Source: an optimization exercise on an open RTL-to-GDS flow (aim: small area). Production flows keep margins and buffers that such runs may drop.
Only simulation tests tie the RTL to the original design; equivalence was not proved.

Setup of the reference run:
// mac
module mac(clk, a, b, c, op, z);
  input         clk;
  input  [31:0] a;
  input  [31:0] b;
  input  [31:0] c;
  input         op;
  output [31:0] z;
  function [4:0] lzc24;
    input [23:0] x;
    integer i;
    begin
      lzc24 = 5'd24;
      for (i = 0; i < 24; i = i + 1)
        if (x[i]) lzc24 = 5'd23 - i[4:0];
    end
  endfunction
  function [4:0] tzc24;
    input [23:0] x;
    integer i;
    begin
      tzc24 = 5'd24;
      for (i = 23; i >= 0; i = i - 1)
        if (x[i]) tzc24 = i[4:0];
    end
  endfunction
  function [5:0] rip6;
    input [5:0] x, y;
    input ci;
    integer i;
    reg k;
    begin
      k = ci;
      for (i = 0; i < 6; i = i + 1) begin
        rip6[i] = x[i] ^ y[i] ^ k;
        k = (x[i] & y[i]) | (k & (x[i] ^ y[i]));
      end
    end
  endfunction
  function [7:0] rip8;
    input [7:0] x, y;
    input ci;
    integer i;
    reg k;
    begin
      k = ci;
      for (i = 0; i < 8; i = i + 1) begin
        rip8[i] = x[i] ^ y[i] ^ k;
        k = (x[i] & y[i]) | (k & (x[i] ^ y[i]));
      end
    end
  endfunction
  function [9:0] rip10;
    input [9:0] x, y;
    input ci;
    integer i;
    reg k;
    begin
      k = ci;
      for (i = 0; i < 10; i = i + 1) begin
        rip10[i] = x[i] ^ y[i] ^ k;
        k = (x[i] & y[i]) | (k & (x[i] ^ y[i]));
      end
    end
  endfunction
  function [30:0] inc31;
    input [30:0] x;
    input ci;
    integer i;
    reg k;
    begin
      k = ci;
      for (i = 0; i < 31; i = i + 1) begin
        inc31[i] = x[i] ^ k;
        k = x[i] & k;
      end
    end
  endfunction
  function [30:0] inc31b;
    input [30:0] x;
    input ci;
    integer i;
    reg k;
    reg [3:0] cb;
    begin
      cb[0] = ci;
      cb[1] = cb[0] & (&x[7:0]);
      cb[2] = cb[1] & (&x[15:8]);
      cb[3] = cb[2] & (&x[23:16]);
      for (i = 0; i < 31; i = i + 1) begin
        if (i % 8 == 0) k = cb[i / 8];
        inc31b[i] = x[i] ^ k;
        k = x[i] & k;
      end
    end
  ...
Size: ~5000 cells after synthesis, roughly 580 flip-flops, about 130 I/O pins, roughly 41000 um^2 of cells after synthesis.
Settings: LEC_CHECK=0, ABC_AREA=1, CAP_MARGIN=20, CORE_MARGIN=2, CORE_UTILIZATION=40, CTS_BUF_LIST=sky130_fd_sc_hd__clkbuf_8, CTS_CLUSTER_SIZE=30, GPL_TIMING_DRIVEN=0, SLEW_MARGIN=20, SYNTH_HIERARCHICAL=1, SYNTH_MINIMUM_KEEP_SIZE=0; clock period 13.0 ns.
run.sh (not shown) runs the stock make flow with config.mk's settings and CLKGATE_MAP_FILE= SYNTH_SCRIPT=/design/flow/synth_recipe.tcl, a recipe that flattens the netlist after the stock synthesis.
Per the final summary, the reference run finished and its layout is clean on timing, DRC and antenna.
Modified inputs, the trial run compared to the reference run
# the reference run
export LEC_CHECK = 0
export ABC_AREA = 1
export CAP_MARGIN = 20
export CORE_MARGIN = 2
export CORE_UTILIZATION = 40
export CTS_BUF_LIST = sky130_fd_sc_hd__clkbuf_8
export CTS_CLUSTER_SIZE = 30
export GPL_TIMING_DRIVEN = 0
export SLEW_MARGIN = 20
export SYNTH_HIERARCHICAL = 1
export SYNTH_MINIMUM_KEEP_SIZE = 0
create_clock -name core_clock -period 13.0 [get_ports {clk}]
# the trial run
export LEC_CHECK = 0
export CAP_MARGIN = 20
export CORE_MARGIN = 2
export CORE_UTILIZATION = 40
export CTS_BUF_LIST = sky130_fd_sc_hd__clkbuf_8
export CTS_CLUSTER_SIZE = 30
export SLEW_MARGIN = 20
export SYNTH_HIERARCHICAL = 1
export SYNTH_MINIMUM_KEEP_SIZE = 0
create_clock -name core_clock -period 13.0 [get_ports {clk}]
[summary]
In the metrics for the reference run and the trial run, the one carrying the higher fraction of area in clock buffers and inverters is the trial run. The trial run and the reference run ended up with roughly the same horizontal die dimension.

## afterwards: timing with drivers on the ports
No port has a modelled driver above. Below, the same layouts with a new extraction and two added sets of constraints. Step 1 sets driving cells, clkbuf_16 on the clock port and buf_2 on the other inputs (assumed; they add their load-dependent delay and slew). Step 2 times the ports against the registers' clock, not the clock port: input delays grow and output delays shrink by t, the midpoint of the rising clock arrivals with the driver on. Three values: no drivers, after step 1, after step 2; two values: the first two.
run | t, ns | slack for setup (ns) | clock arrival spread, ns
the reference run | 0.709 | 0.810 / 0.839 / 0.130 | 0.042 / 0.042
the trial run | 0.728 | 0.856 / 0.885 / 0.164 | 0.048 / 0.049
After both steps every run listed still meets setup and hold. The setup slack of the trial run, which loses most, moves by +0.029 ns with the drivers and by -0.692 ns with both steps.
